This design comes from an exercise in tuning for small area, a short achievable clock period and few clock cycles per item on the open sky130 flow, not from production work. At most, simulation tests tie the RTL to the original design; equivalence was not proved. Power is estimated from default activity; no workload was simulated. The flow treats the clock pin as an ideal source, which a real chip does not have.

== run R ==
// fft_computer
module fft_computer(
input        i_clk,
input        i_rst_n,
input        i_data_valid,
input [31:0] i_data,
output       o_data_ready,
output       o_data_valid,
output [31:0]o_data,
input        i_data_ready
);
clock: 10.0 ns
lec_check: 0
cap_margin: 20
core_margin: 2
core_utilization: 60
cts_buf_list: sky130_fd_sc_hd__clkbuf_16
cts_cluster_diameter: 70
cts_cluster_size: 32
slew_margin: 20
synth_memory_max_bits: 65536
standard.sh (not shown) runs the stock make flow with config.mk's settings and CLKGATE_MAP_FILE= SYNTH_SCRIPT=/design/flow/synth_recipe.tcl, a recipe that flattens the netlist after the stock synthesis.
==> flow/flow/run.sh <==
#!/bin/bash
# The standard layout (standard.sh) at the same clock period, with:
# - timing repair aimed at a setup slack of SETUP_SLACK_MARGIN ns instead of 0,
# - port buffers started as buf_2 (repair may resize them),
# - clock tree synthesis without dummy load cells.
set -euo pipefail
CTS="-sink_clustering_enable -repair_clock_nets -sink_clustering_size 32 -sink_clustering_max_diameter 70 -buf_list sky130_fd_sc_hd__clkbuf_16 -dont_use_dummy_load"
bash standard.sh SETUP_SLACK_MARGIN=7.0 "BUFFER_PORTS_ARGS=-buffer_cell sky130_fd_sc_hd__buf_2" "CTS_ARGS=$CTS" finish > make.log 2>&1
Testbench counts of run R, summed over its fixed seeds: cycles 8,224, items 4,096.
Inputs modified between run R and run C:
- PLACE_DENSITY now 0.72, previously not set
- CTS_CLUSTER_SIZE now 34, was 32
--- a/flow/flow/run.sh
+++ b/flow/flow/run.sh
@@ -7 +7 @@
-CTS="-sink_clustering_enable -repair_clock_nets -sink_clustering_size 32 -sink_clustering_max_diameter 70 -buf_list sky130_fd_sc_hd__clkbuf_16 -dont_use_dummy_load"
+CTS="-sink_clustering_enable -repair_clock_nets -sink_clustering_size 34 -sink_clustering_max_diameter 70 -buf_list sky130_fd_sc_hd__clkbuf_16 -dont_use_dummy_load"
Results
- Diff run C..run R | footprint of the flip-flops and latches | negligible
- Mux share of post-synthesis cell area came out exactly the same in run C and run R.
- Of run C and run R, it is run C that has the higher number of inverters outside the clock class in the layout.
- On via count, run R beats run C.
- The critical path launch point comes out out_r[31]$_DFFE_PP_ in one run and out_r[30]$_DFFE_PP_ in the other, namely in run R and run C respectively.
- Delta (run C minus run R): finished layout cell area climbed 0.37%; routed wire length climbed 6.7%; power drawn by the combinational cells barely changed; relative contribution of the clock network to total power dropped 0.2 points.
- Taking run R as the reference, in run C number of non-clock buffers picked up an extra 20, share of the final layout cell area in multi-input gates neither gained nor lost much, final cycle utilization of the critical path picked up an extra 0.19 points.

---

fft_computer again, from the RTL that the note above started with.
export LEC_CHECK = 0
export CAP_MARGIN = 20
export CORE_MARGIN = 2
export CORE_UTILIZATION = 65
export CTS_BUF_LIST = sky130_fd_sc_hd__clkbuf_16
export CTS_CLUSTER_DIAMETER = 70
export CTS_CLUSTER_SIZE = 34
export SLEW_MARGIN = 20
export SYNTH_MEMORY_MAX_BITS = 65536
create_clock -name core_clock -period 10.0 [get_ports {i_clk}]
==> flow/flow/run.sh <==
#!/bin/bash
# The standard layout (standard.sh) at the same clock period, with:
# - timing repair aimed at a setup slack of SETUP_SLACK_MARGIN ns instead of 0,
# - port buffers started as buf_2 (repair may resize them),
# - clock tree synthesis without dummy load cells.
set -euo pipefail
CTS="-sink_clustering_enable -repair_clock_nets -sink_clustering_size 34 -sink_clustering_max_diameter 70 -buf_list sky130_fd_sc_hd__clkbuf_16 -dont_use_dummy_load"
bash standard.sh SETUP_SLACK_MARGIN=7.0 "BUFFER_PORTS_ARGS=-buffer_cell sky130_fd_sc_hd__buf_2" "CTS_ARGS=$CTS" finish > make.log 2>&1
Testbench counts at the start, summed over its fixed seeds: cycles 8,224, items 4,096.
Change:
Settings changed: CORE_UTILIZATION 65 to 60.
Effect:
- cell count is higher by 1.8%
- clock-buffer cell count is higher by 1
- non-clock buffer count is lower by 21
- final area is lower by 0.47%
Change:
Settings changed: CORE_UTILIZATION 60 to 55.
The changed run produced a clean layout; total power increases by about 1.3%; worst setup slack loses 0.032 ns; wire length increases by about 4%; fmax falls by 0.95%; synthesized cell count stays the same; sequential power hardly moves; die area climbs by about 9%; final area rose by about 1%.
Change:
--- a/flow/flow/run.sh
+++ b/flow/flow/run.sh
@@ -6,3 +6,3 @@
 set -euo pipefail
 CTS="-sink_clustering_enable -repair_clock_nets -sink_clustering_size 34 -sink_clustering_max_diameter 70 -buf_list sky130_fd_sc_hd__clkbuf_16 -dont_use_dummy_load"
-bash standard.sh SETUP_SLACK_MARGIN=7.0 "BUFFER_PORTS_ARGS=-buffer_cell sky130_fd_sc_hd__buf_2" "CTS_ARGS=$CTS" finish > make.log 2>&1
+bash standard.sh SETUP_SLACK_MARGIN=7.15 "BUFFER_PORTS_ARGS=-buffer_cell sky130_fd_sc_hd__buf_2" "CTS_ARGS=$CTS" finish > make.log 2>&1
Settings changed: CORE_UTILIZATION 55 to 60.
The changed run ran to the end with no violations.
Register-to-register slack is worse by 0.05 ns.
Worst setup slack improves by 0.0056 ns.
Sequential power hardly moves.
Design area went down slightly.
Maximum frequency barely changes.

---

before:
fft_computer, a different RTL version from the one above (not shown whole).
For scale: ~3400 cells after synthesis, ~2200 flip-flops, about 70 I/O pins, ~54000 µm² of cells after synthesis.
export LEC_CHECK = 0
export CAP_MARGIN = 20
export CORE_MARGIN = 2
export CORE_UTILIZATION = 60
export CTS_BUF_LIST = sky130_fd_sc_hd__clkbuf_16
export CTS_CLUSTER_DIAMETER = 70
export CTS_CLUSTER_SIZE = 34
export SLEW_MARGIN = 20
export SYNTH_MEMORY_MAX_BITS = 65536
create_clock -name core_clock -period 10.0 [get_ports {i_clk}]
==> flow/flow/run.sh <==
#!/bin/bash
# The standard layout (standard.sh) at the same clock period, with:
# - timing repair aimed at a setup slack of SETUP_SLACK_MARGIN ns instead of 0,
# - port buffers started as buf_2 (repair may resize them),
# - clock tree synthesis without dummy load cells.
set -euo pipefail
CTS="-sink_clustering_enable -repair_clock_nets -sink_clustering_size 34 -sink_clustering_max_diameter 70 -buf_list sky130_fd_sc_hd__clkbuf_16 -dont_use_dummy_load"
bash standard.sh SETUP_SLACK_MARGIN=7.0 "BUFFER_PORTS_ARGS=-buffer_cell sky130_fd_sc_hd__buf_2" "CTS_ARGS=$CTS" finish > make.log 2>&1
before: done, clean on timing, DRC and antenna
Testbench counts of before, summed over its fixed seeds: cycles 8,704, items 4,096.
For after, these inputs were changed with respect to before:
diff --git a/flow/flow/run.sh b/flow/flow/run.sh
--- a/flow/flow/run.sh
+++ b/flow/flow/run.sh
@@ -6,3 +6,3 @@
 set -euo pipefail
-CTS="-sink_clustering_enable -repair_clock_nets -sink_clustering_size 34 -sink_clustering_max_diameter 70 -buf_list sky130_fd_sc_hd__clkbuf_16 -dont_use_dummy_load"
+CTS="-sink_clustering_enable -repair_clock_nets -sink_clustering_size 40 -sink_clustering_max_diameter 50 -buf_list sky130_fd_sc_hd__clkbuf_16 -dont_use_dummy_load"
 bash standard.sh SETUP_SLACK_MARGIN=7.0 "BUFFER_PORTS_ARGS=-buffer_cell sky130_fd_sc_hd__buf_2" "CTS_ARGS=$CTS" finish > make.log 2>&1
diff --git a/flow/config.mk b/flow/config.mk
--- a/flow/config.mk
+++ b/flow/config.mk
@@ -9,6 +9,6 @@
 export CORE_MARGIN = 2
-export CORE_UTILIZATION = 60
+export CORE_UTILIZATION = 62
 export CTS_BUF_LIST = sky130_fd_sc_hd__clkbuf_16
-export CTS_CLUSTER_DIAMETER = 70
-export CTS_CLUSTER_SIZE = 34
+export CTS_CLUSTER_DIAMETER = 50
+export CTS_CLUSTER_SIZE = 40
 export SLEW_MARGIN = 20
[summary]
- before completed every stage of the flow, and the final layout passed the timing, design-rule and antenna checks.
- after: no failed stages, no open violations at the end
- The estimated power of after ends up higher than the estimate for before.
- after — post-layout minimum cycle time 0.046 ns higher, before as reference
- Going from before to after, number of well-tap cells placed lower, buffering stage count on the worst path with inverters included went down 4, part of the cycle the worst path needs +0.46 points, clock power now larger, clock skew +0.048 ns.
- Peak clock frequency supported by timing went down slightly going from before to after.
- before -> after: non-clock buffer count increased by a few percent
- after vs before, multi-input logic portion of the cell area went down by 0.22 points.

---

## willow
Another version of the RTL of fft_computer (not shown whole).
Size in the first run: roughly 3500 cells after synthesis, ~2200 flip-flops, roughly 55000 sq um of cells after synthesis.
// fft_computer
module fft_computer(
input        i_clk,
input        i_rst_n,
input        i_data_valid,
input [31:0] i_data,
output       o_data_ready,
output       o_data_valid,
output [31:0]o_data,
input        i_data_ready
);
==> flow/config.mk <==
export PLATFORM = sky130hd
export DESIGN_NAME = fft_computer
export DESIGN_NICKNAME = fft_computer
export VERILOG_FILES = /design/flow/design.v
export SDC_FILE = /design/flow/constraint.sdc
export NUM_CORES = 4
export LEC_CHECK = 0
export CAP_MARGIN = 20
export CORE_MARGIN = 2
export CORE_UTILIZATION = 45
export CTS_BUF_LIST = sky130_fd_sc_hd__clkbuf_8
export CTS_CLUSTER_DIAMETER = 60
export CTS_CLUSTER_SIZE = 18
export SLEW_MARGIN = 20
export SYNTH_MEMORY_MAX_BITS = 65536
==> flow/constraint.sdc <==
create_clock -name core_clock -period 10.0 [get_ports {i_clk}]
set_input_delay 2.0000 -clock core_clock [delete_from_list [all_inputs] [get_ports {i_clk}]]
set_output_delay 2.0000 -clock core_clock [all_outputs]
set_load 0.01 [all_outputs]
==> flow/flow/run.sh <==
#!/bin/bash
# The standard layout (standard.sh) at the same clock period, with
# timing repair aimed at a setup slack of SETUP_SLACK_MARGIN ns instead of 0
# and the port buffers started as buf_2 (repair may resize them).
set -euo pipefail
bash standard.sh SETUP_SLACK_MARGIN=7.0 "BUFFER_PORTS_ARGS=-buffer_cell sky130_fd_sc_hd__buf_2" finish > make.log 2>&1
Testbench counts of willow, summed over its fixed seeds: cycles 8,224, items 4,096.
Relative to willow, the following input files were edited for onyx:
Settings: CTS_CLUSTER_SIZE now 32, was 18; CTS_CLUSTER_DIAMETER now 70, was 60; CORE_UTILIZATION now 65, was 45; CTS_BUF_LIST now sky130_fd_sc_hd__clkbuf_16, was sky130_fd_sc_hd__clkbuf_8.
## What came out
onyx finished every stage and its layout cleared the timing, design-rule and antenna checks. Between onyx and willow, it is onyx whose antenna diode count is lower, by 4. willow -> onyx: post-cts resize count decreased by a few percent. The total length of routed wires reported for onyx is greater than that of willow by 9.6%.
The following lists how harbor was set up differently from onyx:
Settings: a change of CTS_CLUSTER_SIZE from 32 to 36; a change of CORE_UTILIZATION from 65 to 60; a change of CTS_CLUSTER_DIAMETER from 70 to 80.
Findings:
- Row post-route fraction of the period consumed by the critical path: harbor lower / onyx higher
- Multiplexer share of the synthesized area: harbor vs onyx identical
- Relative to onyx, harbor improves post-route minimum period.
- harbor — met1 wire length 3.4% lower, onyx as reference
- Compared with onyx, in harbor number of global-route vias before repair dropped 1680; deepest clock path buffer count barely changed; clock buffer instance count of the final layout dropped 8; met3 wire length dropped 370 um; total power dropped 0.00045 W.
- Routed via count sits lower in harbor than in onyx.
- harbor completed; timing, DRC and antenna clean
- Compared with onyx, harbor shows a lower arrival time at the worst endpoint.
#### Input delta (sierra over harbor)
--- a/flow/flow/run.sh
+++ b/flow/flow/run.sh
@@ -5,2 +5,2 @@
 set -euo pipefail
-bash standard.sh SETUP_SLACK_MARGIN=7.0 "BUFFER_PORTS_ARGS=-buffer_cell sky130_fd_sc_hd__buf_2" finish > make.log 2>&1
+bash standard.sh SETUP_SLACK_MARGIN=7.3 "BUFFER_PORTS_ARGS=-buffer_cell sky130_fd_sc_hd__buf_2" finish > make.log 2>&1
### Flow results
- Compare harbor and sierra | setup slack lower: sierra
- Max non-clock buffer count across harbor and sierra: sierra
- Between harbor and sierra, the final clock skew is higher for harbor.
- Changes observed in sierra relative to harbor: sequential share of power -0.4 points; part of the cycle the worst path needs was more or less identical; routed wire length went up by 4.4%; largest vdd supply drop rose about 3.7%; register-to-register slack has remained practically unchanged.
- Cmp sierra vs harbor: power share of the combinational group higher in sierra

---

fft_computer with an RTL version that a note above also has.
For scale: about 3400 cells after synthesis, roughly 2200 flip-flops, ~54000 sq um of cells after synthesis.
clock: 10.0 ns
lec_check: 0
cap_margin: 20
core_margin: 2
core_utilization: 62
cts_buf_list: sky130_fd_sc_hd__clkbuf_16
cts_cluster_diameter: 70
cts_cluster_size: 34
slew_margin: 20
synth_memory_max_bits: 65536
==> flow/flow/run.sh <==
#!/bin/bash
# The standard layout (standard.sh) at the same clock period, with:
# - timing repair aimed at a setup slack of SETUP_SLACK_MARGIN ns instead of 0,
# - port buffers started as buf_2 (repair may resize them),
# - clock tree synthesis without dummy load cells.
set -euo pipefail
CTS="-sink_clustering_enable -repair_clock_nets -sink_clustering_size 34 -sink_clustering_max_diameter 70 -buf_list sky130_fd_sc_hd__clkbuf_16 -dont_use_dummy_load -balance_levels"
bash standard.sh SETUP_SLACK_MARGIN=7.0 "BUFFER_PORTS_ARGS=-buffer_cell sky130_fd_sc_hd__buf_2" "CTS_ARGS=$CTS" finish > make.log 2>&1
Testbench counts at the start, summed over its fixed seeds: cycles 8,704, items 4,096.
Then changed:
==> flow/flow/run.sh (replaced) <==
#!/bin/bash
# The standard layout (standard.sh) at the same clock period, with:
# - timing repair aimed at a setup slack of SETUP_SLACK_MARGIN ns instead of 0,
# - port buffers started as buf_2 (repair may resize them),
# - clock tree synthesis without dummy load cells.
set -euo pipefail
CTS="-sink_clustering_enable -repair_clock_nets -sink_clustering_size 34 -sink_clustering_max_diameter 70 -buf_list sky130_fd_sc_hd__clkbuf_16 -dont_use_dummy_load"
bash standard.sh SETUP_SLACK_MARGIN=7.1 "BUFFER_PORTS_ARGS=-buffer_cell sky130_fd_sc_hd__buf_2" "CTS_ARGS=$CTS" finish > make.log 2>&1
--- a/flow/config.mk
+++ b/flow/config.mk
@@ -9,3 +9,3 @@
 export CORE_MARGIN = 2
-export CORE_UTILIZATION = 62
+export CORE_UTILIZATION = 60
 export CTS_BUF_LIST = sky130_fd_sc_hd__clkbuf_16
Synthesized area does not change.
Final area grows slightly.
Via count is higher slightly.
Count of clock-buffer cells in the layout grows by 2.
Non-clock buffer count climbs by 38.
Setup slack gets worse by 25 ps.
Cell count climbs slightly.
Synthesized cell count stays the same.
Clock power hardly moves.

---

fjord:
fft_computer, a different RTL version from the one above (not shown whole).
Size: roughly 3,500 cells after synthesis, roughly 2,200 flip-flops, ~70 I/O pins, about 0.055 mm² of cells after synthesis.
make LEC_CHECK=0 CAP_MARGIN=20 CORE_MARGIN=2 CORE_UTILIZATION=45 CTS_BUF_LIST=sky130_fd_sc_hd__clkbuf_8 CTS_CLUSTER_DIAMETER=60 CTS_CLUSTER_SIZE=18 SLEW_MARGIN=20 SYNTH_MEMORY_MAX_BITS=65536 finish   # period 10.0 ns
run.sh (not shown) runs the stock make flow with config.mk's settings and CLKGATE_MAP_FILE= SYNTH_SCRIPT=/design/flow/synth_recipe.tcl, a recipe that flattens the netlist after the stock synthesis.
Stock flow here: none of the scripts above is used.
The following lists how indigo was set up differently from fjord:
- CTS_BUF_LIST changed from sky130_fd_sc_hd__clkbuf_8 to sky130_fd_sc_hd__clkbuf_16
- CTS_CLUSTER_DIAMETER changed from 60 to 70
- CTS_CLUSTER_SIZE changed from 18 to 32
## What came out
The flow did not stop early for indigo: all stages ran, and the layout cleared the timing, design-rule and antenna checks. Delta (indigo minus fjord): met1 layer usage reported by global route comparable; filler-free cell count of the finished design now smaller. The run showing the smaller overall power consumption is fjord. Highest routing layer actually used: met5 -> indigo, met4 -> fjord. Relative to fjord, share of the core filled with cells in the final layout has gone up in indigo. Comparing fraction of the cycle the final worst path needs for fjord and indigo, the smaller number came from fjord. The sequential share of layout area of indigo falls short of that of fjord by 0.75 points. NOTE: met2 routing resource usage after global routing in indigo falls short of that of fjord. Relative to fjord, the global-route usage of indigo is lower by 0.29 points. indigo reports a lower worst setup margin than fjord does. [compare] base=fjord new=indigo: worst slack on hold paths went up by 0.0089 ns; net switching power of the design went up by about 3.5%.
No functional check of the RTL was part of any run of this note.

## what the ideal ports hide
The results above use ideal ports. As a check the final layouts listed here were re-extracted and re-timed, cells and wires unchanged. Step 1 assumes that a clkbuf_16 drives the clock port and a buf_2 every other input. Step 2 also shifts input and output timing later by t, the mid clock arrival at the registers, as if the neighbouring blocks saw the same clock. a / b / c = ideal ports / drivers / drivers and shift; a / b = the first two.
run	t, ns	slack for setup (ns)	worst register clock-pin slew, ns
run R	0.689	6.694 / 6.631 / 6.430	0.12 / 0.12
run C	0.684	6.675 / 6.612 / 6.492	0.12 / 0.12
the first run of note 2	0.686	6.684 / 6.634 / 6.502	0.12 / 0.12
the second run of note 2	0.689	6.689 / 6.627 / 6.432	0.12 / 0.12
the third run of note 2	0.703	6.657 / 6.591 / 6.468	0.12 / 0.12
the fourth run of note 2	0.680	6.662 / 6.658 / 6.594	0.12 / 0.12
before	0.707	6.743 / 6.716 / 6.465	0.12 / 0.12
after	0.751	6.697 / 6.629 / 6.428	0.12 / 0.12
willow	0.920	6.511 / 6.448 / 6.249	0.12 / 0.12
onyx	0.724	6.615 / 6.550 / 6.396	0.12 / 0.12
harbor	0.717	6.711 / 6.647 / 6.402	0.12 / 0.12
sierra	0.732	6.706 / 6.640 / 6.420	0.12 / 0.12
the first run of note 5	0.697	6.713 / 6.646 / 6.464	0.12 / 0.12
the second run of note 5	0.699	6.689 / 6.646 / 6.440	0.12 / 0.12
fjord	0.927	5.214 / 5.259 / 4.332	0.11 / 0.11
indigo	0.773	5.037 / 5.086 / 4.313	0.11 / 0.11
After both steps setup and hold are still met in every run listed. The setup slack of fjord, which loses most, moves by +0.045 ns with the drivers and by -0.882 ns with both steps.
